What follows belongs to an exercise in optimizing a design on an open flow for small area; a production flow would make more cautious choices. Only simulation tests tie the RTL to the original design; equivalence was not proved. No driver is modelled on the clock port, so clocking that relies on it looks cheaper here than on a real chip.

// FIR_low_pass_filter
module FIR_low_pass_filter(
	input clk,
	input rst,
	input [7:0]FIR_IN,
	output reg [16:0]FIR_OUT
);
export LEC_CHECK = 0
export CAP_MARGIN = 20
export CORE_MARGIN = 2
export CORE_UTILIZATION = 40
export CTS_BUF_LIST = sky130_fd_sc_hd__clkbuf_8
export GPL_TIMING_DRIVEN = 0
export SETUP_SLACK_MARGIN = -0.25
export SLEW_MARGIN = 20
export SYNTH_HIERARCHICAL = 1
export SYNTH_MINIMUM_KEEP_SIZE = 0
create_clock -name core_clock -period 7.0 [get_ports {clk}]
standard.sh (not shown) runs the stock make flow with config.mk's settings and CLKGATE_MAP_FILE= SYNTH_SCRIPT=/design/flow/synth_recipe.tcl, a recipe that flattens the netlist after the stock synthesis.
==> flow/flow/run.sh <==
#!/bin/bash
# Own layout flow: the standard flow (standard.sh) with synthesis unchanged and
# two layout settings changed: the ports are buffered with sky130_fd_sc_hd__buf_1
# instead of the default buffer, and CTS inserts no dummy loads (clock buffers
# clkbuf_8 as in config.mk). Each step's full output goes to its own log file here.
set -euo pipefail
bash standard.sh synth > synth.log 2>&1
bash standard.sh \
  BUFFER_PORTS_ARGS="-buffer_cell sky130_fd_sc_hd__buf_1" \
  CTS_ARGS="-sink_clustering_enable -repair_clock_nets -dont_use_dummy_load -buf_list sky130_fd_sc_hd__clkbuf_8" \
  finish > layout.log 2>&1
Rerun with:
--- a/flow/flow/run.sh
+++ b/flow/flow/run.sh
@@ -5,7 +5,9 @@
 # clkbuf_8 as in config.mk). Each step's full output goes to its own log file here.
 set -euo pipefail
+HERE=$(pwd)
 bash standard.sh synth > synth.log 2>&1
 bash standard.sh \
   BUFFER_PORTS_ARGS="-buffer_cell sky130_fd_sc_hd__buf_1" \
-  CTS_ARGS="-sink_clustering_enable -repair_clock_nets -dont_use_dummy_load -buf_list sky130_fd_sc_hd__clkbuf_8" \
+  CTS_ARGS="-sink_clustering_enable -repair_clock_nets -dont_use_dummy_load -buf_list sky130_fd_sc_hd__clkbuf_8 -root_buf sky130_fd_sc_hd__clkbuf_4" \
+  POST_CTS_TCL="$HERE/flow/clk_fix.tcl" \
   finish > layout.log 2>&1
==> flow/flow/clk_fix.tcl (new file) <==
# Runs after CTS (whose clock buffers are all clkbuf_4 here): any clock buffer
# whose flip-flop clock pins would see a slow edge is upsized to clkbuf_8, then
# the placement is legalized again.
estimate_parasitics -placement
set big [lindex [get_lib_cells */sky130_fd_sc_hd__clkbuf_8] 0]
set n 0
foreach inst [get_cells *] {
  set ref [get_property $inst ref_name]
  if { $ref != "sky130_fd_sc_hd__clkbuf_4" } { continue }
  set out [get_pins -of_objects $inst -filter "direction == output"]
  set net [get_nets -of_objects $out]
  if { $net == "" } { continue }
  if { ![string match "clknet*" [get_full_name $net]] } { continue }
  set worst 0.0
  foreach pin [get_pins -of_objects $net -filter "direction == input"] {
    foreach rf {rise fall} {
      set s [get_property $pin slew_max_$rf]
      if { [string is double -strict $s] && $s > $worst } { set worst $s }
    }
  }
  if { $worst > 0.095 } {
    replace_cell $inst $big
    incr n
    puts "clk_fix.tcl: [get_full_name $inst] worst sink slew $worst -> clkbuf_8"
  }
}
puts "clk_fix.tcl: $n clock buffers upsized"
detailed_placement
check_placement -verbose
Settings changed: GPL_TIMING_DRIVEN 0 to not set.
After rerunning:
- The changed run went through all stages and came out clean
- cell count climbs by about 0.37%
- routed wire length shrinks by about 0.46%
- via count increases by about 0.8%
- maximum frequency goes down by 1.0%
- utilization went down by 0.22 points
- design area falls by about 0.5%
- clock-buffer cell count stays the same
- area after synthesis does not change
- worst setup slack gets worse by 0.069 ns

Starting RTL as in the previous note.
==> flow/config.mk <==
export PLATFORM = sky130hd
export DESIGN_NAME = FIR_low_pass_filter
export DESIGN_NICKNAME = FIR_low_pass_filter
export VERILOG_FILES = /design/flow/design.v
export SDC_FILE = /design/flow/constraint.sdc
export NUM_CORES = 4
export LEC_CHECK = 0
export CAP_MARGIN = 5
export CORE_MARGIN = 2
export CORE_UTILIZATION = 40
export CTS_BUF_LIST = sky130_fd_sc_hd__clkbuf_8
export SETUP_SLACK_MARGIN = -0.25
export SLEW_MARGIN = 5
export SYNTH_HIERARCHICAL = 1
export SYNTH_MINIMUM_KEEP_SIZE = 0
==> flow/constraint.sdc <==
create_clock -name core_clock -period 7.0 [get_ports {clk}]
set_input_delay 1.4000 -clock core_clock [delete_from_list [all_inputs] [get_ports {clk}]]
set_output_delay 1.4000 -clock core_clock [all_outputs]
set_load 0.01 [all_outputs]
==> flow/flow/run.sh <==
#!/bin/bash
# Own layout flow: the standard flow (standard.sh) with synthesis unchanged and
# two layout settings changed: the ports are buffered with sky130_fd_sc_hd__buf_1
# instead of the default buffer, and CTS inserts no dummy loads (clock buffers
# clkbuf_8 as in config.mk). Each step's full output goes to its own log file here.
set -euo pipefail
bash standard.sh synth > synth.log 2>&1
bash standard.sh \
  BUFFER_PORTS_ARGS="-buffer_cell sky130_fd_sc_hd__buf_1" \
  CTS_ARGS="-sink_clustering_enable -repair_clock_nets -dont_use_dummy_load -buf_list sky130_fd_sc_hd__clkbuf_8" \
  finish > layout.log 2>&1
The first run completed without violations.
Change:
- CAP_MARGIN: 5 -> 20
- SLEW_MARGIN: 5 -> 20
Routed wire length stays the same.
Hold slack is unchanged.
Count of clock-buffer cells in the layout does not change.
Non-clock buffer count is unchanged.
Worst setup slack stays the same.
Area after synthesis stays the same.
Global-route usage does not change.
Register-to-register slack barely changes.
Via count is unchanged.
Final area stays the same.

-- what the ideal ports hide --
The flow's constraints put no driver on any port. The routed layouts listed below were extracted and timed again, unchanged, in two steps.
Step 1 sets driving cells, clkbuf_16 on the clock port and buf_2 on the other inputs (assumed; they add their load-dependent delay and slew).
Step 2 adds t to the input delays and takes it off the output delays; t is the mean of the earliest and latest rising clock arrival at the registers after step 1. Input paths then give back, and output paths get back, about the clock's delay inside the block.
a / b / c = ideal / step 1 / step 2; a / b = the first two.
| run | shift t [ns] | slack for setup (ns) | worst setup path after step 2 |
|---|---|---|---|
| the first run of note 1 | 0.400 | 0.304 / 0.304 / 0.304 | register to register |
| the second run of note 1 | 0.397 | 0.235 / 0.235 / 0.235 | register to register |
| the first run of note 2 | 0.404 | 0.251 / 0.251 / 0.251 | register to register |
| the second run of note 2 | 0.404 | 0.251 / 0.251 / 0.251 | register to register |
After both steps setup and hold are still met in every run listed.
